What follows belongs to an exercise in optimizing a design on an open flow for small area; a production flow would make more cautious choices. The RTL was checked by simulation tests, not by an equivalence proof against the original design. Power figures rest on the tool's default switching activity, not on a simulated workload.

**config.mk**
```make
export PLATFORM = sky130hd
export DESIGN_NAME = comms
export DESIGN_NICKNAME = comms
export VERILOG_FILES = /design/flow/design.v
export SDC_FILE = /design/flow/constraint.sdc
export NUM_CORES = 4
export LEC_CHECK = 0
export CAP_MARGIN = 20
export CORE_MARGIN = 2
export CORE_UTILIZATION = 40
export SLEW_MARGIN = 20
```
**run.sh**
```bash
#!/bin/bash
# synth_recipe.tcl (not shown) runs the flow's synth.tcl, then flattens the netlist and writes it again
# the make line also repeats each setting of config.mk as NAME=value (left out here)
make -C /OpenROAD-flow-scripts/flow DESIGN_CONFIG=/design/flow/config.mk WORK_HOME=/design/flow/orfs CLKGATE_MAP_FILE= SYNTH_SCRIPT=/design/flow/synth_recipe.tcl finish
```
**design.v**
```verilog
module pulse_generator(
    input clk,
    input reset,
    input src,
    output pulse
);
reg q1, q2;
assign pulse = q1 & ~q2;
always @ (posedge clk or posedge reset)
begin
    if (reset) begin
        q1 <= 1'b0;
        q2 <= 1'b0;
    end else begin
        q1 <= src;
        q2 <= q1;
    end
end
endmodule
module uart_byte_tx #(parameter FIXED = 0, parameter CW = 20) (
    input clk,
    input reset,
    input [2:0] spd,
    input [7:0] tx_data,
    input pulse,
    output reg tx,
    output reg tx_busy
);
reg [3:0] i;
reg [CW-1:0] counter;
wire [9:0] frame = {1'b1, tx_data, 1'b0};
reg [16:0] cv;
always @ (*)
begin
    if (FIXED) cv = 17'd868;
    else case (spd)
        3'd1: cv = 17'd83333;
        3'd2: cv = 17'd20833;
        3'd3: cv = 17'd10416;
        3'd4: cv = 17'd868;
        default: cv = 17'd108;
    endcase
end
always @ (posedge clk or posedge reset)
begin
    if (reset) begin
        counter <= 0;
        tx <= 1'b1;
        i <= 0;
        tx_busy <= 0;
    end else begin
        if (pulse) begin
            tx_busy <= 1'b1;
        end else if (i == 4'd11) begin
           tx_busy <= 1'b0;
           tx <= 1'b1;
           counter <= 0;
        end
        if (tx_busy) begin
            if (counter == 0) begin
                if (i <= 4'd9) begin
                    tx <= frame[i];
                end
                i <= i + 1'b1;
                counter <= counter + 1'b1;
            end else if (counter == cv) begin
                counter <= 0;
            end else begin
                counter <= counter + 1'b1;
            end
        end else begin
            i <= 0;
        end
    end
end
endmodule
module uart_rx #(parameter FIXED = 0, parameter CW = 20, parameter IW = 5) (
    input clk,
    input reset,
    input [2:0] spd,
    input rx,
    input clr_buffer,
    output reg [7:0] rx_data,
    output reg rx_busy
);
reg [CW-1:0] counter;
reg [IW-1:0] i;
reg [16:0] cv, hv;
always @ (*)
begin
    if (FIXED) begin
        cv = 17'd868; hv = 17'd434;
    end else case (spd)
        3'd1: begin cv = 17'd83333; hv = 17'd41666; end
        3'd2: begin cv = 17'd20833; hv = 17'd10416; end
        3'd3: begin cv = 17'd10416; hv = 17'd5208; end
        3'd4: begin cv = 17'd868; hv = 17'd434; end
        default: begin cv = 17'd108; hv = 17'd54; end
    endcase
end
integer k;
always @ (posedge clk or posedge reset)
begin
    if (reset) begin
        rx_data <= 0;
        counter <= 0;
        i <= 0;
        rx_busy <= 1'b0;
    end else begin
        if (clr_buffer) begin
            rx_data <= 0;
            counter <= 0;
            i <= 0;
            rx_busy <= 0;
        end else begin
            if (rx_busy == 1'b0 && rx == 0) begin
                rx_busy <= 1'b1;
            end else if (rx_busy == 1'b1) begin
                if (counter == hv) begin
                    for (k = 1; k <= 8; k = k + 1)
                        if (i == k) rx_data[k-1] <= rx;
                    i <= i + 1'b1;
                    counter <= counter + 1'b1;
                end else if (counter == cv) begin
                    counter <= 0;
                    if (i == 9) begin
                        rx_busy <= 1'b0;
                        i <= 0;
                    end
                end else begin
                    counter <= counter + 1'b1;
                end
            end
        end
    end
end
endmodule
module uart_8bytes_tx(
    input clk,
    input reset,
    input err,
    input pulse,
    output tx,
    output reg tx_busy_8bytes
);
localparam IDLE = 2'd0;
localparam READY = 2'd1;
localparam TRIGGER = 2'd2;
localparam XMIT = 2'd3;
reg send_byte;
reg [1:0] state, next_state;
reg [2:0] k;
reg [2:0] code;
reg [7:0] byte2send;
reg [2:0] next_code;
wire tx_busy_1byte;
reg [1:0] tx_busy_r;
always @ (*)
begin
    case (code)
        3'd1: byte2send = 8'h0a;
        3'd2: byte2send = 8'h0d;
        3'd3: byte2send = "k";
        3'd4: byte2send = "o";
        3'd5: byte2send = "r";
        3'd6: byte2send = "e";
        default: byte2send = 8'h00;
    endcase
end
always @ (*)
begin
    case (k)
        3'd1: next_code = 3'd1;
        3'd2: next_code = 3'd2;
        3'd3: next_code = err ? 3'd5 : 3'd3;
        3'd4: next_code = 3'd4;
        3'd5, 3'd6: next_code = 3'd5;
        default: next_code = 3'd6;
    endcase
end
uart_byte_tx #(.FIXED(1), .CW(10)) uart_byte_tx(.clk(clk), .reset(reset), .spd(3'd0), .tx_data(byte2send), .pulse(send_byte), .tx(tx), .tx_busy(tx_busy_1byte));
always @ (*)
begin
    case (state)
        IDLE: next_state = pulse ? READY : IDLE;
        READY: next_state = TRIGGER;
        TRIGGER: next_state = XMIT;
        default: begin
            if (tx_busy_r == 2'b10 && k != 0)
                next_state = TRIGGER;
            else if (k == 0)
                next_state = IDLE;
            else
                next_state = XMIT;
        end
    endcase
end
always @ (posedge clk or posedge reset)
begin
    if (reset) begin
        state <= IDLE;
    end else begin
        state <= next_state;
    end
end
always @ (posedge clk)
begin
    tx_busy_r <= {tx_busy_r[0], tx_busy_1byte};
end
always @ (posedge clk or posedge reset)
begin
    if (reset) begin
        send_byte <= 0;
        k <= 0;
        tx_busy_8bytes <= 0;
        code <= 0;
    end else begin
        if (state == IDLE) begin
            send_byte <= 0;
            k <= err ? 3'd7 : 3'd4;
            tx_busy_8bytes <= pulse;
        end else if (state == READY) begin
        end else if (state == TRIGGER) begin
            if (k != 0)
                code <= next_code;
            send_byte <= 1;
            k <= k - 1'b1;
        end else begin
            send_byte <= 0;
        end
    end
end
endmodule
module uart(
    input clk,
    input reset,
    input send,
    input [2:0] spd,
    input [7:0] tx_data,
    input rx,
    output tx,
    output [7:0] rx_data
);
wire pulse;
pulse_generator pulse_generator(.clk(clk), .reset(reset), .src(send), .pulse(pulse));
uart_rx #(.FIXED(0), .CW(20), .IW(5)) uart_rx(.clk(clk), .reset(reset), .spd(spd), .rx(rx), .rx_data(rx_data), .rx_busy(), .clr_buffer(1'b0));
uart_byte_tx #(.FIXED(0), .CW(20)) uart_byte_tx(.clk(clk), .reset(reset), .spd(spd), .tx_data(tx_data), .pulse(pulse), .tx(tx), .tx_busy());
endmodule
module console(
    input clk,
    input reset,
    input rx,
    output tx,
    output reg [1:0] mode,
    output reg [2:0] uart_spd,
    output reg [2:0] spi_spd,
    output reg spi_mode,
    output reg spi_cpol,
    output reg spi_cpha,
    output reg i2c_mode,
    output reg [1:0] i2c_spd
);
localparam UART = 2'd0;
localparam SPI = 2'd1;
localparam I2C = 2'd2;
localparam STANDBY = 2'd0;
localparam RESPOND = 2'd1;
localparam WAIT = 2'd2;
localparam SLAVE = 1'b0;
localparam MASTER = 1'b1;
reg clear_buffer;
wire rx_busy;
reg [1:0] rx_busy_r;
always @ (posedge clk or posedge reset)
begin
    if (reset) begin
        rx_busy_r <= 0;
    end else begin
        rx_busy_r <= {rx_busy_r[0], rx_busy};
    end
end
wire rx_busy_fedge = (rx_busy_r == 2'b10);
wire [7:0] received_byte;
reg send;
reg resp_err;
wire tx_busy;
reg [1:0] tx_busy_r;
wire tx_busy_fedge = (tx_busy_r == 2'b10);
always @ (posedge clk or posedge reset)
begin
    if (reset) begin
        tx_busy_r <= 0;
    end else begin
        tx_busy_r <= {tx_busy_r[0], tx_busy};
    end
end
uart_rx #(.FIXED(1), .CW(10), .IW(4)) console_rx(.clk(clk), .reset(reset), .spd(3'd0), .rx(rx), .rx_data(received_byte), .rx_busy(rx_busy), .clr_buffer(clear_buffer));
uart_8bytes_tx console_tx(.clk(clk), .reset(reset), .err(resp_err), .pulse(send), .tx(tx), .tx_busy_8bytes(tx_busy));
reg [1:0] state, next_state;
reg [3:0] act;
localparam NW = 7;
localparam [NW-1:0] N_ROOT = 7'd0;
localparam [NW-1:0] N_A = 7'd1;
localparam [NW-1:0] N_AT = 7'd2;
localparam [NW-1:0] N_AT_CR = 7'd3;
localparam [NW-1:0] N_AT_ = 7'd4;
localparam [NW-1:0] N_AT_M = 7'd5;
localparam [NW-1:0] N_AT_MO = 7'd6;
localparam [NW-1:0] N_AT_MOD = 7'd7;
localparam [NW-1:0] N_AT_MODE = 7'd8;
localparam [NW-1:0] N_AT_MODE_ = 7'd9;
localparam [NW-1:0] N_AT_MODE_U = 7'd10;
localparam [NW-1:0] N_AT_MODE_UA = 7'd11;
localparam [NW-1:0] N_AT_MODE_UAR = 7'd12;
localparam [NW-1:0] N_AT_MODE_UART = 7'd13;
localparam [NW-1:0] N_AT_MODE_UART_CR = 7'd14;
localparam [NW-1:0] N_AT_MODE_S = 7'd15;
localparam [NW-1:0] N_AT_MODE_SP = 7'd16;
localparam [NW-1:0] N_AT_MODE_SPI = 7'd17;
localparam [NW-1:0] N_AT_MODE_SPI_CR = 7'd18;
localparam [NW-1:0] N_AT_MODE_I = 7'd19;
localparam [NW-1:0] N_AT_MODE_I2 = 7'd20;
localparam [NW-1:0] N_AT_MODE_I2C = 7'd21;
localparam [NW-1:0] N_AT_MODE_I2C_CR = 7'd22;
localparam [NW-1:0] N_AT_S = 7'd23;
localparam [NW-1:0] N_AT_SP = 7'd24;
localparam [NW-1:0] N_AT_SPI = 7'd25;
localparam [NW-1:0] N_AT_SPI_ = 7'd26;
localparam [NW-1:0] N_AT_SPI_M = 7'd27;
localparam [NW-1:0] N_AT_SPI_MA = 7'd28;
localparam [NW-1:0] N_AT_SPI_MAS = 7'd29;
localparam [NW-1:0] N_AT_SPI_MAST = 7'd30;
localparam [NW-1:0] N_AT_SPI_MASTE = 7'd31;
localparam [NW-1:0] N_AT_SPI_MASTER = 7'd32;
localparam [NW-1:0] N_AT_SPI_MASTER_CR = 7'd33;
localparam [NW-1:0] N_AT_SPI_S = 7'd34;
localparam [NW-1:0] N_AT_SPI_SL = 7'd35;
localparam [NW-1:0] N_AT_SPI_SLA = 7'd36;
localparam [NW-1:0] N_AT_SPI_SLAV = 7'd37;
localparam [NW-1:0] N_AT_SPI_SLAVE = 7'd38;
localparam [NW-1:0] N_AT_SPI_SLAVE_CR = 7'd39;
localparam [NW-1:0] N_AT_C = 7'd40;
localparam [NW-1:0] N_AT_CP = 7'd41;
localparam [NW-1:0] N_AT_CPO = 7'd42;
localparam [NW-1:0] N_AT_CPOL = 7'd43;
localparam [NW-1:0] N_AT_CPOL_ = 7'd44;
localparam [NW-1:0] N_AT_CPOL_V = 7'd45;
localparam [NW-1:0] N_AT_CPOL_V_CR = 7'd46;
localparam [NW-1:0] N_AT_CPH = 7'd47;
localparam [NW-1:0] N_AT_CPHA = 7'd48;
localparam [NW-1:0] N_AT_CPHA_ = 7'd49;
localparam [NW-1:0] N_AT_CPHA_V = 7'd50;
localparam [NW-1:0] N_AT_CPHA_V_CR = 7'd51;
localparam [NW-1:0] N_AT_I = 7'd52;
localparam [NW-1:0] N_AT_I2 = 7'd53;
localparam [NW-1:0] N_AT_I2C = 7'd54;
localparam [NW-1:0] N_AT_I2C_ = 7'd55;
localparam [NW-1:0] N_AT_I2C_M = 7'd56;
localparam [NW-1:0] N_AT_I2C_MA = 7'd57;
localparam [NW-1:0] N_AT_I2C_MAS = 7'd58;
localparam [NW-1:0] N_AT_I2C_MAST = 7'd59;
localparam [NW-1:0] N_AT_I2C_MASTE = 7'd60;
localparam [NW-1:0] N_AT_I2C_MASTER = 7'd61;
localparam [NW-1:0] N_AT_I2C_MASTER_CR = 7'd62;
localparam [NW-1:0] N_AT_I2C_S = 7'd63;
localparam [NW-1:0] N_AT_I2C_SL = 7'd64;
localparam [NW-1:0] N_AT_I2C_SLA = 7'd65;
localparam [NW-1:0] N_AT_I2C_SLAV = 7'd66;
localparam [NW-1:0] N_AT_I2C_SLAVE = 7'd67;
localparam [NW-1:0] N_AT_I2C_SLAVE_CR = 7'd68;
localparam [NW-1:0] N_AT_U = 7'd69;
localparam [NW-1:0] N_AT_UA = 7'd70;
localparam [NW-1:0] N_AT_UAR = 7'd71;
localparam [NW-1:0] N_AT_UART = 7'd72;
localparam [NW-1:0] N_AT_UARTS = 7'd73;
localparam [NW-1:0] N_AT_UARTSP = 7'd74;
localparam [NW-1:0] N_AT_UARTSPE = 7'd75;
localparam [NW-1:0] N_AT_UARTSPEE = 7'd76;
localparam [NW-1:0] N_AT_UARTSPEED = 7'd77;
localparam [NW-1:0] N_AT_UARTSPEED_ = 7'd78;
localparam [NW-1:0] N_AT_UARTSPEED_D = 7'd79;
localparam [NW-1:0] N_AT_UARTSPEED_D_CR = 7'd80;
localparam [NW-1:0] N_AT_SPIS = 7'd81;
localparam [NW-1:0] N_AT_SPISP = 7'd82;
localparam [NW-1:0] N_AT_SPISPE = 7'd83;
localparam [NW-1:0] N_AT_SPISPEE = 7'd84;
localparam [NW-1:0] N_AT_SPISPEED = 7'd85;
localparam [NW-1:0] N_AT_SPISPEED_ = 7'd86;
localparam [NW-1:0] N_AT_SPISPEED_D = 7'd87;
localparam [NW-1:0] N_AT_SPISPEED_D_CR = 7'd88;
localparam [NW-1:0] N_AT_I2CS = 7'd89;
localparam [NW-1:0] N_AT_I2CSP = 7'd90;
localparam [NW-1:0] N_AT_I2CSPE = 7'd91;
localparam [NW-1:0] N_AT_I2CSPEE = 7'd92;
localparam [NW-1:0] N_AT_I2CSPEED = 7'd93;
localparam [NW-1:0] N_AT_I2CSPEED_ = 7'd94;
localparam [NW-1:0] N_AT_I2CSPEED_D = 7'd95;
localparam [NW-1:0] N_AT_I2CSPEED_D_CR = 7'd96;
reg [NW-1:0] node, nn;
reg [4:0] zl, nz;
reg [2:0] val, nv;
reg hit, ends_a;
wire [7:0] c = received_byte;
always @ (*)
begin
    nn = N_ROOT; nz = zl; nv = val; hit = 1'b0; ends_a = 1'b0;
    case (node)
        N_ROOT: begin
            if (c == "A") begin nn = N_A; hit = 1'b1; end
        end
        N_A: begin
            if (c == "T") begin nn = N_AT; hit = 1'b1; end
        end
        N_AT: begin
            if (c == 8'h0d) begin nn = N_AT_CR; hit = 1'b1; end
            else if (c == "+") begin nn = N_AT_; hit = 1'b1; end
        end
        N_AT_: begin
            if (c == "M") begin nn = N_AT_M; hit = 1'b1; end
            else if (c == "S") begin nn = N_AT_S; hit = 1'b1; end
            else if (c == "C") begin nn = N_AT_C; hit = 1'b1; end
            else if (c == "I") begin nn = N_AT_I; hit = 1'b1; end
            else if (c == "U") begin nn = N_AT_U; hit = 1'b1; end
        end
        N_AT_M: begin
            if (c == "O") begin nn = N_AT_MO; hit = 1'b1; end
        end
        N_AT_MO: begin
            if (c == "D") begin nn = N_AT_MOD; hit = 1'b1; end
        end
        N_AT_MOD: begin
            if (c == "E") begin nn = N_AT_MODE; hit = 1'b1; end
        end
        N_AT_MODE: begin
            if (c == "=") begin nn = N_AT_MODE_; hit = 1'b1; end
        end
        N_AT_MODE_: begin
            if (c == "U") begin nn = N_AT_MODE_U; hit = 1'b1; end
            else if (c == "S") begin nn = N_AT_MODE_S; hit = 1'b1; end
            else if (c == "I") begin nn = N_AT_MODE_I; hit = 1'b1; end
        end
        N_AT_MODE_U: begin
            if (c == "A") begin nn = N_AT_MODE_UA; hit = 1'b1; end
        end
        N_AT_MODE_UA: begin
            ends_a = 1'b1;
            if (c == "R") begin nn = N_AT_MODE_UAR; hit = 1'b1; end
        end
        N_AT_MODE_UAR: begin
            if (c == "T") begin nn = N_AT_MODE_UART; hit = 1'b1; end
        end
        N_AT_MODE_UART: begin
            if (c == 8'h0d) begin nn = N_AT_MODE_UART_CR; hit = 1'b1; end
        end
        N_AT_MODE_S: begin
            if (c == "P") begin nn = N_AT_MODE_SP; hit = 1'b1; end
        end
        N_AT_MODE_SP: begin
            if (c == "I") begin nn = N_AT_MODE_SPI; hit = 1'b1; end
        end
        N_AT_MODE_SPI: begin
            if (c == 8'h0d) begin nn = N_AT_MODE_SPI_CR; hit = 1'b1; end
        end
        N_AT_MODE_I: begin
            if (c == "2") begin nn = N_AT_MODE_I2; hit = 1'b1; end
        end
        N_AT_MODE_I2: begin
            if (c == "C") begin nn = N_AT_MODE_I2C; hit = 1'b1; end
        end
        N_AT_MODE_I2C: begin
            if (c == 8'h0d) begin nn = N_AT_MODE_I2C_CR; hit = 1'b1; end
        end
        N_AT_S: begin
            if (c == "P") begin nn = N_AT_SP; hit = 1'b1; end
        end
        N_AT_SP: begin
            if (c == "I") begin nn = N_AT_SPI; hit = 1'b1; end
        end
        N_AT_SPI: begin
            if (c == "=") begin nn = N_AT_SPI_; hit = 1'b1; end
            else if (c == "S") begin nn = N_AT_SPIS; hit = 1'b1; end
        end
        N_AT_SPI_: begin
            if (c == "M") begin nn = N_AT_SPI_M; hit = 1'b1; end
            else if (c == "S") begin nn = N_AT_SPI_S; hit = 1'b1; end
        end
        N_AT_SPI_M: begin
            if (c == "A") begin nn = N_AT_SPI_MA; hit = 1'b1; end
        end
        N_AT_SPI_MA: begin
            ends_a = 1'b1;
            if (c == "S") begin nn = N_AT_SPI_MAS; hit = 1'b1; end
        end
        N_AT_SPI_MAS: begin
            if (c == "T") begin nn = N_AT_SPI_MAST; hit = 1'b1; end
        end
        N_AT_SPI_MAST: begin
            if (c == "E") begin nn = N_AT_SPI_MASTE; hit = 1'b1; end
        end
        N_AT_SPI_MASTE: begin
            if (c == "R") begin nn = N_AT_SPI_MASTER; hit = 1'b1; end
        end
        N_AT_SPI_MASTER: begin
            if (c == 8'h0d) begin nn = N_AT_SPI_MASTER_CR; hit = 1'b1; end
        end
        N_AT_SPI_S: begin
            if (c == "L") begin nn = N_AT_SPI_SL; hit = 1'b1; end
        end
        N_AT_SPI_SL: begin
            if (c == "A") begin nn = N_AT_SPI_SLA; hit = 1'b1; end
        end
        N_AT_SPI_SLA: begin
            ends_a = 1'b1;
            if (c == "V") begin nn = N_AT_SPI_SLAV; hit = 1'b1; end
        end
        N_AT_SPI_SLAV: begin
            if (c == "E") begin nn = N_AT_SPI_SLAVE; hit = 1'b1; end
        end
        N_AT_SPI_SLAVE: begin
            if (c == 8'h0d) begin nn = N_AT_SPI_SLAVE_CR; hit = 1'b1; end
        end
        N_AT_C: begin
            if (c == "P") begin nn = N_AT_CP; hit = 1'b1; end
        end
        N_AT_CP: begin
            if (c == "O") begin nn = N_AT_CPO; hit = 1'b1; end
            else if (c == "H") begin nn = N_AT_CPH; hit = 1'b1; end
        end
        N_AT_CPO: begin
            if (c == "L") begin nn = N_AT_CPOL; hit = 1'b1; end
        end
        N_AT_CPOL: begin
            if (c == "=") begin nn = N_AT_CPOL_; hit = 1'b1; end
        end
        N_AT_CPOL_: begin
            if (c == "0" || c == "1") begin nn = N_AT_CPOL_V; hit = 1'b1; nv = c[2:0]; end
        end
        N_AT_CPOL_V: begin
            if (c == 8'h0d) begin nn = N_AT_CPOL_V_CR; hit = 1'b1; end
        end
        N_AT_CPH: begin
            if (c == "A") begin nn = N_AT_CPHA; hit = 1'b1; end
        end
        N_AT_CPHA: begin
            ends_a = 1'b1;
            if (c == "=") begin nn = N_AT_CPHA_; hit = 1'b1; end
        end
        N_AT_CPHA_: begin
            if (c == "0" || c == "1") begin nn = N_AT_CPHA_V; hit = 1'b1; nv = c[2:0]; end
        end
        N_AT_CPHA_V: begin
            if (c == 8'h0d) begin nn = N_AT_CPHA_V_CR; hit = 1'b1; end
        end
        N_AT_I: begin
            if (c == "2") begin nn = N_AT_I2; hit = 1'b1; end
        end
        N_AT_I2: begin
            if (c == "C") begin nn = N_AT_I2C; hit = 1'b1; end
        end
        N_AT_I2C: begin
            if (c == "=") begin nn = N_AT_I2C_; hit = 1'b1; end
            else if (c == "S") begin nn = N_AT_I2CS; hit = 1'b1; end
        end
        N_AT_I2C_: begin
            if (c == "M") begin nn = N_AT_I2C_M; hit = 1'b1; end
            else if (c == "S") begin nn = N_AT_I2C_S; hit = 1'b1; end
        end
        N_AT_I2C_M: begin
            if (c == "A") begin nn = N_AT_I2C_MA; hit = 1'b1; end
        end
        N_AT_I2C_MA: begin
            ends_a = 1'b1;
            if (c == "S") begin nn = N_AT_I2C_MAS; hit = 1'b1; end
        end
        N_AT_I2C_MAS: begin
            if (c == "T") begin nn = N_AT_I2C_MAST; hit = 1'b1; end
        end
        N_AT_I2C_MAST: begin
            if (c == "E") begin nn = N_AT_I2C_MASTE; hit = 1'b1; end
        end
        N_AT_I2C_MASTE: begin
            if (c == "R") begin nn = N_AT_I2C_MASTER; hit = 1'b1; end
        end
        N_AT_I2C_MASTER: begin
            if (c == 8'h0d) begin nn = N_AT_I2C_MASTER_CR; hit = 1'b1; end
        end
        N_AT_I2C_S: begin
            if (c == "L") begin nn = N_AT_I2C_SL; hit = 1'b1; end
        end
        N_AT_I2C_SL: begin
            if (c == "A") begin nn = N_AT_I2C_SLA; hit = 1'b1; end
        end
        N_AT_I2C_SLA: begin
            ends_a = 1'b1;
            if (c == "V") begin nn = N_AT_I2C_SLAV; hit = 1'b1; end
        end
        N_AT_I2C_SLAV: begin
            if (c == "E") begin nn = N_AT_I2C_SLAVE; hit = 1'b1; end
        end
        N_AT_I2C_SLAVE: begin
            if (c == 8'h0d) begin nn = N_AT_I2C_SLAVE_CR; hit = 1'b1; end
        end
        N_AT_U: begin
            if (c == "A") begin nn = N_AT_UA; hit = 1'b1; end
        end
        N_AT_UA: begin
            ends_a = 1'b1;
            if (c == "R") begin nn = N_AT_UAR; hit = 1'b1; end
        end
        N_AT_UAR: begin
            if (c == "T") begin nn = N_AT_UART; hit = 1'b1; end
        end
        N_AT_UART: begin
            if (c == "S") begin nn = N_AT_UARTS; hit = 1'b1; end
        end
        N_AT_UARTS: begin
            if (c == "P") begin nn = N_AT_UARTSP; hit = 1'b1; end
        end
        N_AT_UARTSP: begin
            if (c == "E") begin nn = N_AT_UARTSPE; hit = 1'b1; end
        end
        N_AT_UARTSPE: begin
            if (c == "E") begin nn = N_AT_UARTSPEE; hit = 1'b1; end
        end
        N_AT_UARTSPEE: begin
            if (c == "D") begin nn = N_AT_UARTSPEED; hit = 1'b1; end
        end
        N_AT_UARTSPEED: begin
            if (c == "=") begin nn = N_AT_UARTSPEED_; hit = 1'b1; end
        end
        N_AT_UARTSPEED_: begin
            if (c >= "1" && c <= "5") begin nn = N_AT_UARTSPEED_D; hit = 1'b1; nv = c[2:0]; end
        end
        N_AT_UARTSPEED_D: begin
            if (c == 8'h0d) begin nn = N_AT_UARTSPEED_D_CR; hit = 1'b1; end
        end
        N_AT_SPIS: begin
            if (c == "P") begin nn = N_AT_SPISP; hit = 1'b1; end
        end
        N_AT_SPISP: begin
            if (c == "E") begin nn = N_AT_SPISPE; hit = 1'b1; end
        end
        N_AT_SPISPE: begin
            if (c == "E") begin nn = N_AT_SPISPEE; hit = 1'b1; end
        end
        N_AT_SPISPEE: begin
            if (c == "D") begin nn = N_AT_SPISPEED; hit = 1'b1; end
        end
        N_AT_SPISPEED: begin
            if (c == "=") begin nn = N_AT_SPISPEED_; hit = 1'b1; end
        end
        N_AT_SPISPEED_: begin
            if (c >= "1" && c <= "5") begin nn = N_AT_SPISPEED_D; hit = 1'b1; nv = c[2:0]; end
        end
        N_AT_SPISPEED_D: begin
            if (c == 8'h0d) begin nn = N_AT_SPISPEED_D_CR; hit = 1'b1; end
        end
        N_AT_I2CS: begin
            if (c == "P") begin nn = N_AT_I2CSP; hit = 1'b1; end
        end
        N_AT_I2CSP: begin
            if (c == "E") begin nn = N_AT_I2CSPE; hit = 1'b1; end
        end
        N_AT_I2CSPE: begin
            if (c == "E") begin nn = N_AT_I2CSPEE; hit = 1'b1; end
        end
        N_AT_I2CSPEE: begin
            if (c == "D") begin nn = N_AT_I2CSPEED; hit = 1'b1; end
        end
        N_AT_I2CSPEED: begin
            if (c == "=") begin nn = N_AT_I2CSPEED_; hit = 1'b1; end
        end
        N_AT_I2CSPEED_: begin
            if (c >= "1" && c <= "5") begin nn = N_AT_I2CSPEED_D; hit = 1'b1; nv = c[2:0]; end
        end
        N_AT_I2CSPEED_D: begin
            if (c == 8'h0d) begin nn = N_AT_I2CSPEED_D_CR; hit = 1'b1; end
        end
        default: ;
    endcase
    if (c == 8'h00) begin
        nn = N_ROOT;
        nz = (node == N_ROOT) ? (zl[4] ? zl : zl + 1'b1) : 5'd1;
    end else if (!hit) begin
        nz = 5'd0;
        if (c == "A") nn = N_A;
        else if (c == "T" && ends_a) nn = N_AT;
        else nn = N_ROOT;
    end
end
always @ (*)
begin
    act = 4'd0;
    case (node)
        N_AT_CR: if (zl[4]) act = 4'd1;  
        N_AT_MODE_UART_CR: if ((zl >= 5'd6)) act = 4'd2;  
        N_AT_MODE_SPI_CR: if ((zl >= 5'd7)) act = 4'd3;  
        N_AT_MODE_I2C_CR: if ((zl >= 5'd7)) act = 4'd4;  
        N_AT_SPI_MASTER_CR: if ((zl >= 5'd5)) act = 4'd5;  
        N_AT_SPI_SLAVE_CR: if ((zl >= 5'd6)) act = 4'd6;  
        N_AT_CPOL_V_CR: if ((zl >= 5'd9)) act = 4'd7;  
        N_AT_CPHA_V_CR: if ((zl >= 5'd9)) act = 4'd8;  
        N_AT_I2C_MASTER_CR: if ((zl >= 5'd5)) act = 4'd9;  
        N_AT_I2C_SLAVE_CR: if ((zl >= 5'd6)) act = 4'd10;  
        N_AT_UARTSPEED_D_CR: if (1'b1) act = 4'd11;  
        N_AT_SPISPEED_D_CR: if (1'b1) act = 4'd12;  
        N_AT_I2CSPEED_D_CR: if (1'b1) act = 4'd13;  
        default: ;
    endcase
end
localparam [3:0] A_AT = 4'd1;
localparam [3:0] A_MODE_UART = 4'd2;
localparam [3:0] A_MODE_SPI = 4'd3;
localparam [3:0] A_MODE_I2C = 4'd4;
localparam [3:0] A_SPI_MASTER = 4'd5;
localparam [3:0] A_SPI_SLAVE = 4'd6;
localparam [3:0] A_CPOL = 4'd7;
localparam [3:0] A_CPHA = 4'd8;
localparam [3:0] A_I2C_MASTER = 4'd9;
localparam [3:0] A_I2C_SLAVE = 4'd10;
localparam [3:0] A_UART_SPEED = 4'd11;
localparam [3:0] A_SPI_SPEED = 4'd12;
localparam [3:0] A_I2C_SPEED = 4'd13;
always @ (*)
begin
    case (state)
        STANDBY: next_state = (rx_busy_fedge && received_byte == 8'h0a) ? RESPOND : STANDBY;
        RESPOND: next_state = WAIT;
        WAIT: next_state = tx_busy_fedge ? STANDBY : WAIT;
        default: next_state = STANDBY;
    endcase
end
always @ (posedge clk or posedge reset)
begin
    if (reset) begin
        state <= STANDBY;
    end else begin
        state <= next_state;
    end
end
always @ (posedge clk or posedge reset)
begin
    if (reset) begin
        node <= N_ROOT;
        zl <= 5'd16;
        val <= 3'd0;
    end else begin
        if (state == STANDBY) begin
            if (rx_busy_fedge && received_byte != 8'h0a) begin
                node <= nn;
                zl <= nz;
                val <= nv;
            end
        end else if (state == RESPOND) begin
            node <= N_ROOT;
            zl <= 5'd16;
        end
    end
end
always @ (posedge clk or posedge reset)
begin
    if (reset) begin
        resp_err <= 0;
        send <= 0;
        mode <= SPI;
        uart_spd <= 3'd3;
        spi_spd <= 3'd3;
        i2c_spd <= 2'd0;
        spi_mode <= SLAVE;
        spi_cpol <= 0;
        spi_cpha <= 0;
        i2c_mode <= SLAVE;
        clear_buffer <= 0;
    end else begin
        if (state == STANDBY) begin
            send <= 0;
            clear_buffer <= rx_busy_fedge;
        end else if (state == RESPOND) begin
            send <= 1;
            clear_buffer <= 0;
            resp_err <= (act == 4'd0);
            case (act)
                A_MODE_UART: mode <= UART;
                A_MODE_SPI: mode <= SPI;
                A_MODE_I2C: mode <= I2C;
                A_SPI_MASTER: spi_mode <= MASTER;
                A_SPI_SLAVE: spi_mode <= SLAVE;
                A_CPOL: spi_cpol <= val[0];
                A_CPHA: spi_cpha <= val[0];
                A_I2C_MASTER: i2c_mode <= MASTER;
                A_I2C_SLAVE: i2c_mode <= SLAVE;
                A_UART_SPEED: uart_spd <= val;
                A_SPI_SPEED: spi_spd <= val;
                A_I2C_SPEED: i2c_spd <= (val == 3'd5) ? 2'd2 : (val == 3'd4) ? 2'd1 : 2'd0;
                default: ;
            endcase
        end else if (state == WAIT) begin
            send <= 0;
        end
    end
end
endmodule
module spi_master(
    input clk,
    input reset,
    input pulse1,
    input pulse2,
    input [2:0] spd,
    input [7:0] data2send,
    input cpol,
    input cpha,
    input miso,
    output reg sclk,
    output reg cs1,
    output reg cs2,
    output reg mosi,
    output reg [7:0] data_received
);
localparam IDLE = 3'd0;
localparam CHIP1SELECT = 3'd1;
localparam CHIP2SELECT = 3'd2;
localparam CPHA0DELAY = 3'd3;
localparam CPHA1DELAY = 3'd4;
localparam CPHA0_DATA_PHASE = 3'd5;
localparam CPHA1_DATA_PHASE = 3'd6;
reg [7:0] counter;
reg signed [3:0] bit4tx;
reg signed [3:0] bit4rx;
reg [2:0] state, next_state;
reg activate_counter;
reg full_counted, half_counted;
always @ (*)
begin
    case (spd)
        3'd2: begin full_counted = (counter == 8'd199); half_counted = (counter == 8'd99); end
        3'd3: begin full_counted = (counter == 8'd99); half_counted = (counter == 8'd49); end
        3'd4: begin full_counted = (counter == 8'd9); half_counted = (counter == 8'd4); end
        3'd5: begin full_counted = (counter == 8'd1); half_counted = (counter == 8'd0); end
        default: begin full_counted = 1'b0; half_counted = 1'b0; end
    endcase
end
wire data_phase = (state == CPHA0_DATA_PHASE) || (state == CPHA1_DATA_PHASE);
always @ (*)
begin
    case (state)
        IDLE : begin
            if (pulse1)
                next_state = CHIP1SELECT;
            else if (pulse2)
                next_state = CHIP2SELECT;
            else
                next_state = state;
        end
        CHIP1SELECT, CHIP2SELECT : begin
            if (cpha == 0)
                next_state = CPHA0_DATA_PHASE;
            else
                next_state = CPHA1DELAY;
        end
        CPHA1DELAY : begin
            if (half_counted)
                next_state = CPHA1_DATA_PHASE;
            else
                next_state = state;
        end
        CPHA0_DATA_PHASE, CPHA1_DATA_PHASE: begin
            if (bit4tx == -1) begin
                if (cpha == 0)
                    next_state = CPHA0DELAY;
                else
                    next_state = IDLE;
            end else begin
                next_state = state;
            end
        end
        CPHA0DELAY : begin
            if (half_counted)
                next_state = IDLE;
            else
                next_state = state;
        end
        default : begin
            next_state = IDLE;
        end
    endcase
end
always @ (posedge clk or posedge reset)
begin
    if (reset) begin
        counter <= 0;
    end else begin
        if (activate_counter) begin
            if (full_counted)
                counter <= 0;
            else
                counter <= counter + 1'b1;
         end else begin
            counter <= 0;
         end
    end
end
always @ (posedge clk or posedge reset)
begin
    if (reset) begin
        state <= IDLE;
    end else begin
        state <= next_state;
    end
end
always @ (posedge clk or posedge reset)
begin
    if (reset) begin
        sclk <= 1'b0;
    end else begin
        if (state == IDLE) begin
            sclk <= cpol;
        end else if (state == CPHA0_DATA_PHASE && bit4tx >= 0) begin
            if (half_counted || full_counted) begin
                sclk <= ~sclk;
            end
        end else if (state == CPHA1_DATA_PHASE && bit4tx >= 0) begin
            if (counter == 0 || half_counted) begin
                sclk <= ~sclk;
            end
        end else begin
            sclk <= 0;
        end
    end
end
always @ (posedge clk or posedge reset)
begin
    if (reset) begin
        bit4tx <= 7;
        cs1 <= 1;
        cs2 <= 1;
        activate_counter <= 0;
        mosi <= 1'b0;
    end else begin
        if (state == IDLE) begin
            cs1 <= 1;
            cs2 <= 1;
            mosi <= 1'b0;
            bit4tx <= 7;
            activate_counter <= 0;
        end else if (state == CHIP1SELECT) begin
            cs1 <= 0;
        end else if (state == CHIP2SELECT) begin
            cs2 <= 0;
        end else if (state == CPHA1DELAY) begin
            mosi <= 0;
            activate_counter <= !half_counted;
        end else if (data_phase) begin
            activate_counter <= 1;
            if (counter == 0) begin
                if (bit4tx >= 0) begin
                    mosi <= data2send[bit4tx[2:0]];
                end
            end else if (full_counted) begin
                bit4tx <= bit4tx - 1'b1;
                if (bit4tx == -1)
                    activate_counter <= 0;
            end
        end else if (state == CPHA0DELAY) begin
            mosi <= 1'b0;
            activate_counter <= 1;
        end
    end
end
always @ (posedge clk or posedge reset)
begin
    if (reset) begin
        data_received <= 0;
        bit4rx <= 7;
    end else begin
        if (bit4rx != -1) begin
            if (data_phase) begin
                if (half_counted) begin
                    data_received[bit4rx[2:0]] <= miso;
                    bit4rx <= bit4rx - 1'b1;
                end
            end
        end else begin
            bit4rx <= 7;
        end
    end
end
endmodule
module spi_slave(
    input clk,
    input reset,
    input cpol,
    input cpha,
    input sclk,
    input cs,
    input mosi,
    input [7:0] data2send,
    output reg miso,
    output reg [7:0] data_received
);
reg [1:0] sclkr;
reg [1:0] csr;
reg signed [3:0] bit4tx;
wire cs_fedge = (csr == 2'b10);
wire cs_redge = (csr == 2'b01);
wire time2sample = (cpha == 0) ? (sclkr == {cpol, !cpol}) : (sclkr == {!cpol, cpol});
wire time2send = (bit4tx != -1) && (cpha == 0 ? ((sclkr == {!cpol, cpol}) || cs_fedge) : (sclkr == {cpol, !cpol}));
reg state;
always @ (posedge clk or posedge reset)
begin
    if (reset) begin
        csr <= 2'b11;
        sclkr <= 2'b00;
        state <= 1'b0;
    end else begin
        csr <= {csr[0], cs};
        sclkr <= {sclkr[0], sclk};
        if (state == 1'b0)
            state <= cs_fedge;
        else
            state <= !cs_redge;
    end
end
always @ (posedge clk or posedge reset)
begin
    if (reset) begin
        data_received <= 0;
    end else begin
        if (state && time2sample)
            data_received <= {data_received[6:0], mosi};
    end
end
always @ (posedge clk)
begin
    if (time2send)
        miso <= data2send[bit4tx[2:0]];
    else if (!state)
        miso <= 1'b0;
end
always @ (posedge clk or posedge reset)
begin
    if (reset) begin
        bit4tx <= 7;
    end else begin
        if (time2send)
            bit4tx <= bit4tx - 1'b1;
        else if (!state)
            bit4tx <= 7;
    end
end
endmodule
module spi(
    input clk,
    input reset,
    input mode,  
    input [2:0] spd,
    input cpol,
    input cpha,
    input [7:0] data2send,
    input send1,
    input send2,
    input master_miso,
    input slave_mosi,
    input slave_sclk,
    input slave_cs,
    output [7:0] data_received,
    output master_sclk,
    output master_mosi,
    output slave_miso,
    output master_cs1,
    output master_cs2
);
localparam SLAVE = 1'b0;
wire [7:0] slave_data_received, master_data_received;
wire pulse1, pulse2;
assign data_received = (mode == SLAVE ? slave_data_received : master_data_received);
pulse_generator pulse_generator1(.clk(clk), .reset(reset), .src(send1), .pulse(pulse1));
pulse_generator pulse_generator2(.clk(clk), .reset(reset), .src(send2), .pulse(pulse2));
spi_master spi_master(.clk(clk), .reset(reset), .pulse1(pulse1), .pulse2(pulse2), .data2send(data2send), .spd(spd), .cpol(cpol), .cpha(cpha),
                      .sclk(master_sclk), .cs1(master_cs1), .cs2(master_cs2), .mosi(master_mosi), .miso(master_miso), .data_received(master_data_received));
spi_slave spi_slave(.clk(clk), .reset(reset), .cpol(cpol), .cpha(cpha), .sclk(slave_sclk), .cs(slave_cs), .mosi(slave_mosi),
                    .miso(slave_miso), .data2send(data2send), .data_received(slave_data_received));
endmodule
module i2c_master(
    input clk,
    input reset,
    input [1:0] spd,
    input [6:0] addr2send,
    input [7:0] data2send,
    input pulse,
    output scl,
    input sda_i,
    output sda_o,
    output sda_oe
);
localparam [2:0] IDLE = 0;
localparam [2:0] START = 1;
localparam [2:0] ADDR = 2;
localparam [2:0] RW = 3;
localparam [2:0] ADDR_ACK = 4;
localparam [2:0] DATA1 = 5;
localparam [2:0] DATA1_ACK = 6;
localparam [2:0] STOP = 7;
reg reg_sda;
reg reg_scl;
reg sda_driving;
reg scl_driving;
reg [11:0] counter;
reg [2:0] state, next_state;
reg signed [4:0] bit_idx;
reg addr_acknowledged;
reg is4q, is3q, is2q, is1q;
always @ (*)
begin
    case (spd)
        2'd0: begin is4q = counter == 12'd999; is3q = counter == 12'd749; is2q = counter == 12'd499; is1q = counter == 12'd249; end
        2'd1: begin is4q = counter == 12'd249; is3q = counter == 12'd186; is2q = counter == 12'd124; is1q = counter == 12'd62; end
        default: begin is4q = counter == 12'd28; is3q = counter == 12'd21; is2q = counter == 12'd14; is1q = counter == 12'd7; end
    endcase
end
assign sda_o = reg_sda;
assign sda_oe = sda_driving;
assign scl = scl_driving ? reg_scl : 1'b1;
always @ (*)
begin
    next_state = state;
    case (state)
        IDLE: if (pulse) next_state = START;
        START: if (is4q) next_state = ADDR;
        ADDR: if (bit_idx == -1 && is4q) next_state = RW;
        RW: if (is4q) next_state = ADDR_ACK;
        ADDR_ACK: if (is4q) next_state = addr_acknowledged ? DATA1 : STOP;
        DATA1: if (bit_idx == -1 && is4q) next_state = DATA1_ACK;
        DATA1_ACK: if (is4q) next_state = STOP;
        default: if (is4q) next_state = IDLE;
    endcase
end
always @ (posedge clk or posedge reset)
begin
    if (reset) begin
        state <= IDLE;
    end else begin
        state <= next_state;
    end
end
always @ (posedge clk or posedge reset)
begin
    if (reset) begin
        counter <= 0;
    end else begin
        if (state != IDLE) begin
            if (is4q) begin
                counter <= 0;
            end else begin
                counter <= counter + 1'b1;
            end
        end
    end
end
always @ (posedge clk or posedge reset)
begin
    if (reset) begin
        reg_scl <= 0;
        scl_driving <= 0;
    end else begin
        if (state == IDLE) begin
            scl_driving <= 0;
        end else if (state == START) begin
            scl_driving <= 1;
            if (counter == 0) begin
                reg_scl <= 1;
            end else if (is2q) begin
                reg_scl <= 0;
            end
        end else if (state == STOP) begin
            scl_driving <= 0;
        end else begin
            if (is1q) begin
                reg_scl <= 1;
            end else if (is3q) begin
                reg_scl <= 0;
            end
        end
    end
end
always @ (posedge clk or posedge reset)
begin
    if (reset) begin
        bit_idx <= 6;
        addr_acknowledged <= 0;
        sda_driving <= 0;
        reg_sda <= 0;
    end else begin
        case (state)
        IDLE: begin
            sda_driving <= 0;
            reg_sda <= 0;
            addr_acknowledged <= 0;
            bit_idx <= 6;
        end
        START: begin
            sda_driving <= 1;
            if (counter == 0) begin
                reg_sda <= 0;
            end else if (is4q) begin
                reg_sda <= addr2send[bit_idx];
                bit_idx <= bit_idx - 1'b1;
            end
        end
        ADDR: begin
            if (is4q) begin
                reg_sda <= (bit_idx >= 0 ? addr2send[bit_idx] : 1'b0);
                bit_idx <= bit_idx - 1'b1;
            end
        end
        RW: begin
            if (is4q) begin
                sda_driving <= 0;
            end
        end
        ADDR_ACK: begin
            if (is1q) begin
                bit_idx <= 7;
                addr_acknowledged <= (sda_i == 0);
            end else if (is4q) begin
                sda_driving <= 1;
                reg_sda <= data2send[bit_idx];
                bit_idx <= bit_idx - 1'b1;
            end
        end
        DATA1: begin
            sda_driving <= 1;
            if (is4q) begin
                if (bit_idx >= 0) begin
                    reg_sda <= data2send[bit_idx];
                    bit_idx <= bit_idx - 1'b1;
                end else begin
                    sda_driving <= 0;
                end
            end
        end
        DATA1_ACK: begin
            if (is1q) begin
            end else if (is3q) begin
                sda_driving <= 1;
                reg_sda <= 0;
            end
        end
        default: begin  
            if (counter == 0) begin
                reg_sda <= 0;
            end else if (is4q) begin
                sda_driving <= 0;
            end
        end
        endcase
    end
end
endmodule
module i2c_slave(
    input clk,
    input reset,
    input scl,
    input sda_i,
    output sda_o,
    output sda_oe,
    output reg [7:0] data_received
);
localparam [6:0] SLAVE_ADDRESS = 7'h33;
localparam [2:0] IDLE = 0;
localparam [2:0] START = 1;
localparam [2:0] ADDR = 2;
localparam [2:0] RW = 3;
localparam [2:0] ADDR_ACK = 4;
localparam [2:0] DATA1 = 5;
localparam [2:0] DATA1_ACK = 6;
reg [6:0] received_address;
reg [1:0] sclr, sdar;
reg [2:0] state, next_state;
reg signed [4:0] bit_count;
wire scl_redge = (sclr == 2'b01);
wire scl_fedge = (sclr == 2'b10);
wire sda_redge = (sdar == 2'b01);
wire sda_fedge = (sdar == 2'b10);
wire addr_match = (received_address == SLAVE_ADDRESS);
reg sda_driving;
reg sda_out;
assign sda_o = sda_out;
assign sda_oe = sda_driving;
always @ (*)
begin
    next_state = state;
    if (scl && sda_redge) begin
        next_state = IDLE;
    end else begin
        case (state)
            IDLE: if (scl && sda_fedge) next_state = START;
            START: if (scl_redge) next_state = ADDR;
            ADDR: if (scl_redge && bit_count == 0) next_state = RW;
            RW: if (scl_redge && bit_count == -1) next_state = ADDR_ACK;
            ADDR_ACK: if (scl_redge) next_state = DATA1;
            DATA1: if (scl_redge && bit_count == 0) next_state = DATA1_ACK;
            DATA1_ACK: ;
            default: next_state = IDLE;
        endcase
    end
end
always @ (posedge clk or posedge reset)
begin
    if (reset) begin
        sclr <= 2'b11;
        sdar <= 2'b11;
        state <= IDLE;
    end else begin
        sclr <= {sclr[0], scl};
        sdar <= {sdar[0], sda_i};
        state <= next_state;
    end
end
always @ (posedge clk or posedge reset)
begin
    if (reset) begin
        bit_count <= 7;
        sda_driving <= 0;
        sda_out <= 0;
        received_address <= 0;
        data_received <= 0;
    end else begin
        case (state)
        IDLE: begin
            bit_count <= 7;
            sda_driving <= 0;
            sda_out <= 0;
            received_address <= 0;
        end
        ADDR: begin
            if (scl_fedge) begin
                if (bit_count >= 0) begin
                    if (bit_count > 0) begin
                        received_address <= {received_address[5:0], sda_i};
                    end
                    bit_count <= bit_count - 1'b1;
                end
            end
        end
        RW: begin
            if (scl_fedge) begin
                bit_count <= bit_count - 1'b1;
                sda_driving <= 1;
                sda_out <= ~addr_match;
            end
        end
        ADDR_ACK: begin
            bit_count <= 8;
            if (scl_fedge) begin
                sda_driving <= 0;
            end
        end
        DATA1: begin
            if (scl_fedge) begin
                if (bit_count > 0) begin
                    if (bit_count == 1) begin
                        sda_driving <= 1;
                        sda_out <= 0;
                    end
                    data_received <= {data_received[6:0], sda_i};
                    bit_count <= bit_count - 1'b1;
                end
            end
        end
        DATA1_ACK: begin
            if (scl_fedge) begin
                sda_driving <= 0;
            end
        end
        default: ;
        endcase
    end
end
endmodule
module i2c(
    input clk,
    input reset,
    input [1:0] spd,
    input mode,
    input [6:0] addr2send,
    input [7:0] data2send,
    input send,
    input slave_scl,
    input slave_sda_i,
    output slave_sda_o,
    output slave_sda_oe,
    output master_scl,
    input master_sda_i,
    output master_sda_o,
    output master_sda_oe,
    output [7:0] data_received
);
wire pulse;
pulse_generator pulse_generator1(.clk(clk), .reset(reset), .src(send), .pulse(pulse));
i2c_master i2c_master(.clk(clk), .reset(reset), .spd(spd), .addr2send(addr2send), .data2send(data2send), .pulse(pulse), .scl(master_scl), .sda_i(master_sda_i), .sda_o(master_sda_o), .sda_oe(master_sda_oe));
i2c_slave i2c_slave(.clk(clk), .reset(reset), .scl(slave_scl), .sda_i(slave_sda_i), .sda_o(slave_sda_o), .sda_oe(slave_sda_oe), .data_received(data_received));
endmodule
module comms(
    input clk,
    input BTNC,
    input BTNU,
    input BTND,
    input BTNR,
    input BTNL,
    input[7:0] D_SW,
    output [7:0] LED,
    output JA1,
    input JA2,
    output JA3,
    input JA4,
    output JB1,
    input JB2,
    output JB3,
    output JB7,
    output JB8,
    input JA7,
    output JA8,
    input JA9,
    input JA10,
    output JB9,
    input JB10_I,
    output JB10_O,
    output JB10_OE,
    input JC1_N,
    input JC1_P_I,
    output JC1_P_O,
    output JC1_P_OE
);
localparam UART = 2'd0;
localparam SPI = 2'd1;
wire [1:0] mode;
wire [7:0] uart_data_received;
wire [2:0] uart_spd;
wire [7:0] spi_data_received;
wire spi_mode, cpol, cpha;
wire [2:0] spi_spd;
wire [7:0] i2c_data_received;
wire i2c_mode;
wire [1:0] i2c_spd;
assign LED = (mode == UART ? uart_data_received : (mode == SPI ? spi_data_received : i2c_data_received));
console console(.clk(clk), .reset(BTNC), .tx(JA1), .rx(JA2), .mode(mode), .uart_spd(uart_spd), .spi_spd(spi_spd),
                .spi_mode(spi_mode), .spi_cpol(cpol), .spi_cpha(cpha),
                .i2c_mode(i2c_mode), .i2c_spd(i2c_spd));
uart uart(.clk(clk), .reset(BTNC), .spd(uart_spd), .send(BTND), .tx_data(D_SW), .rx(JA4), .tx(JA3), .rx_data(uart_data_received));
spi spi(.clk(clk), .reset(BTNC), .mode(spi_mode), .spd(spi_spd), .cpol(cpol), .cpha(cpha), .data2send(D_SW), .data_received(spi_data_received),
        .send1(BTNR), .send2(BTNL), .master_sclk(JB1), .master_miso(JB2), .master_mosi(JB3), .master_cs1(JB7), .master_cs2(JB8),
        .slave_sclk(JA7), .slave_miso(JA8), .slave_mosi(JA9), .slave_cs(JA10));
i2c i2c(.clk(clk), .reset(BTNC), .spd(i2c_spd), .mode(i2c_mode), .addr2send(D_SW[6:0]), .data2send(D_SW), .send(BTNU),
        .master_scl(JB9), .master_sda_i(JB10_I), .master_sda_o(JB10_O), .master_sda_oe(JB10_OE),
        .slave_scl(JC1_N), .slave_sda_i(JC1_P_I), .slave_sda_o(JC1_P_O), .slave_sda_oe(JC1_P_OE), .data_received(i2c_data_received));
endmodule
```
**constraint.sdc**
```tcl
create_clock -name core_clock -period 80.0 [get_ports {clk}]
set_input_delay 16.0000 -clock core_clock [delete_from_list [all_inputs] [get_ports {clk}]]
set_output_delay 16.0000 -clock core_clock [all_outputs]
set_load 0.01 [all_outputs]
```
==> results by group <==
Clocking
  • Clock tree from TritonCTS: yes
  • Insertion delay of the later-clocked pin in the worst-skew pair: 0.56 ns
  • Clock tree sinks: 260
  • Number of hold-repair buffers added at the cts stage: 0
  • Root Buffer Master: sky130_fd_sc_hd__clkbuf_16
  • Number of gates resized after cts: 0
  • Number of buffers created by CTS: 30
  • Total setup buffers inserted after CTS: 0
  • # H-tree levels: 1
  • Clock transition at the registers of the reported paths: 0.06 ns
  • Clk buf depth: 3

Setup path
  • Worst Path Max Fanout: roughly 110
  • Largest stage delay on the critical path: ~0.9 ns
  • Critical path arrival: 18.89 ns
  • Cell repeated most along the worst path: sky130_fd_sc_hd__buf_4
  • Critical path's slowest cell: sky130_fd_sc_hd__buf_4
  • List of cells traversed by the critical path: clkdlybuf4s50_1, inv_8, buf_4, buf_4
  • Required time reported for the critical path endpoint: between 80 and 90 ns
  • R2r startpoint: console.node[2]$_DFFE_PP0P_
  • CP Class: primary input to asynchronous set/reset pin
  • Element type at the critical path start: primary input
  • Kind of end point of the critical path: asynchronous set/reset pin
  • Startpoint of the most critical setup path: BTNC

Drt
  • Vias per Instance: 6.04
  • Wire length per cell after detailed routing: 19.2 um
  • Wire length after detailed routing: approximately 52 mm
  • DRT antenna net count: 0
  • Iteration count of the initial detailed-routing pass: 6
  • Number of vias in the routed layout: between 15000 and 20000
  • Iteration-0 DRC count of the detailed router: 1665
  • DRC violations left: 0

Job
  • Number of maximum-capacitance violations: 0

Synth
  • Number of synthesized register bits: 260
  • Fraction of the yosys area taken by sequential cells: ~36%
  • Total number of yosys warnings: 11
  • Ys async rst share: between 90% and 100%
  • Mapped cell area: 18000 um^2
  • Top cell type's share of synthesized area: about a third
  • Instance count of the mapped netlist: 2147
  • Number of enable-type register cells in the synthesized netlist: 1
  • Most area-consuming cells after synthesis: sky130_fd_sc_hd__dfrtp_1 (32%), sky130_fd_sc_hd__o21ai_0 (4.6%), sky130_fd_sc_hd__nor2_1 (4.6%)
  • Synthesized netlist net count: 2224
  • Unique cell type count in the Yosys netlist: 90
  • Synthesized area per cell: ~8.4 um^2
  • Cell accounting for the most synthesized area: sky130_fd_sc_hd__dfrtp_1
  • Main synth FF type: sky130_fd_sc_hd__dfrtp_1

Place
  • Half-perimeter wire length after detailed placement: 37.3 mm
  • Count of buffers inserted at the top-level ports: 42
  • Weighted congestion reported at the end of routability-driven placement: 1.01
  • Placement Setup Slack: 60.87 ns

Timing
  • Worst-case hold slack: 0.359 ns
  • Unrepaired setup endpoints after global routing: false
  • Summed negative setup slack over all endpoints: 0 ns
  • Max-Slew Margin vs Limit: between 30% and 40%
  • Time the final worst path needs with I/O delays and setup: 18.35 ns
  • Worst Max-Slew Pin Slew: 0.977 ns
  • Final Cycle Share: 22.9%
  • Fmax: 54.5 MHz
  • Setup Skew: 0.0198 ns
  • Min setup slack post-route: slightly above 60 ns
  • Number of slew-limit violations in the final report: 0
  • Setup Viol. Count Final: 0
  • Number of hold violations in the final report: 0

Floorplan
  • Placeable core area: roughly 44000 um^2
  • Top-level I/O count: between 40 and 50
  • Die height: 216 um
  • Floorplan die width: 216 um
  • Effective utilization at floorplan: 40.6%
  • Die Area: around 47000 um^2
  • Std-Cell Rows: 77

Layout
  • Leading cell type in the layout, fill and taps excluded: sky130_fd_sc_hd__dfrtp_1
  • Ant. Diodes: 0
  • Number of fill cells in the layout: 4285
  • Highest-count cells in the layout ignoring fill and taps: sky130_fd_sc_hd__dfrtp_1 (227), sky130_fd_sc_hd__nor2_1 (219), sky130_fd_sc_hd__nand2_1 (208)
  • Synth-to-layout area growth: 10.5%
  • Final-stage net count: 2187
  • Layout cell share with drive strength beyond 1: a little under a tenth
  • Final core area utilization: 44.9%

Power
  • Power density normalized to cell area: approximately 24 nW/um^2
  • Max VDD drop: 0.0174 mV
  • Leakage Power: 7.96 nW

Global route
  • Global router's overall resource usage: roughly 22%
  • First-pass GRT wire length: 84.6 mm
  • Vias in the first global route: 15400
  • Number of antenna violations at the first check in global routing: 0
  • Leftover overflow at the end of global routing: 0
  • Maximum number of pins on one net before global-route repair: 113

Run status
  • Run status: finished clean

Min path
  • Launch point of the worst hold path: console.console_tx.tx_busy_r[0]$_DFF_P_
  • Type of the tightest min-delay check: flip-flop to flip-flop
-- power breakdown --
group / internal, mW / switching (mW) / total (mW) / leakage [nW]
sequential: 0.157 / 0.0413 / 0.198 / 3.27
clock: 0.0920 / 0.0585 / 0.150 / 0.527
combinational: 0.0591 / 0.0691 / 0.128 / 4.16
-- cell usage after synthesis, drive strengths merged (7+ instances only) --
library cell	count
mux4	7
or4	11
nor2b	31
and3	33
a21oi	103
o41ai	15
nand4bb	11
o21ai	174
inv	86
and2	19
a211oi	21
o211ai	11
dfstp	30
or4b	11
or3	16
or2	14
o31ai	29
a21o	9
nor4	33
nor4b	18
a22o	20
nand4b	17
nand3b	15
xnor2	34
nor2	220
a32oi	7
nor3b	14
nand4	38
buf	37
nand3	85
a31oi	21
nand2b	42
dfrtp	227
xor2	28
ha	54
mux2i	33
mux2	50
nor3	82
clkbuf	95
a22oi	14
nand2	208
o22ai	23
-- worst paths after layout --
path	to	slack, ns	cells after the start
setup / recovery	console.console_tx.tx_busy_8bytes$_DFFE_PP0P_	61.65	4
hold / removal	console.console_tx.tx_busy_r[1]$_DFF_P_	0.36	0
setup reg to reg	console.node[0]$_DFFE_PP0P_	76.33	9
hold reg to reg	console.console_tx.tx_busy_r[1]$_DFF_P_	0.36	0
max in group core_clock	LED[0]	61.71	5
min in group asynchronous	console.console_rx.i[0]$_DFFE_PP0P_	15.96	2
-- through the flow --
step	total power, mW	std cells	cell area, um^2
floorplan	0.291	2147	18000
finish	0.477	2726	19900
CTS	0.481	2726	19900
global route	0.511	2726	19900
detailed placement	0.328	2670	18800
global placement	0.323	2670	18800
-- critical path, delay by kind of cell --
family | cells | cell delay, ns
buffers and inverters | 4 | 2.73
-- per-layer routing --
layer	vias up	routed length [um]	global-route usage, %
li1	7793	-	-
met1	8035	23700	30.4
met2	530	23900	35.5
met3	113	2990	3.00
met4	0	1800	7.97
met5	-	0	0
-- kinds of logic after synthesis --
family / count (synthesis) / synth area share, %
simple gates: 934 / 27.1
compound gates: 527 / 19.0
flops: 260 / 36.3
buf+inv: 219 / 4.90
mux: 90 / 5.84
xor+xnor: 62 / 3.02
fa+ha+maj: 55 / 3.81
-- flip-flops by register name (all words and copies together) (netlist names), 5 cells and up --
| register | cells |
|---|---|
| console.console_rx.rx_data | 8 |
| console.zl | 5 |
| spi.spi_slave.data_received | 8 |
| i2c.i2c_master.counter | 12 |
| i2c.i2c_slave.received_address | 7 |
| i2c.i2c_slave.data_received | 8 |
| console.console_rx.counter | 10 |
| console.console_tx.uart_byte_tx.counter | 10 |
| uart.uart_byte_tx.counter | 20 |
| console.node | 7 |
| i2c.i2c_master.bit_idx | 5 |
| spi.spi_master.counter | 8 |
| uart.uart_rx.i | 5 |
| i2c.i2c_slave.bit_count | 5 |
| uart.uart_rx.counter | 20 |
| uart.uart_rx.rx_data | 8 |
| spi.spi_master.data_received | 8 |
-- cell type report --
class,count,area [um^2],share of cell area [%]
Multi-Input combinational cell,1668,10600,53.2
Sequential cell,260,6540,32.9
Timing Repair Buffer,63,578,2.91
Inverter,87,334,1.68
Clock buffer,37,848,4.27
Tap cell,592,741,3.73
Clock inverter,19,255,1.28

[what the ideal ports hide]
Ports are ideal in the flow. The routed layout listed here was re-timed in OpenROAD. Step 1 assumes that a clkbuf_16 drives the clock port and a buf_2 every other input. Step 2 moves the port delays by t, midway between the first and last clock arrival at a register: inputs arrive t later, outputs are due t later. That takes back most of the time a late clock gives input paths. Three values: ideal ports, drivers, drivers and shift; two values: the first two.
t (ns): 0.611
slack for setup (ns): 61.651 / 61.656 / 61.077
hold slack, ns: 0.359 / 0.359 / 0.359
worst setup path at the end: input, reset recovery
slew at the worst register clock pin (ns): 0.07 / 0.07
After both steps this run still meets setup and hold. For this run, drivers alone change the setup slack by +0.005 ns; drivers and shift together by -0.574 ns. Setup slack includes reset recovery checks.
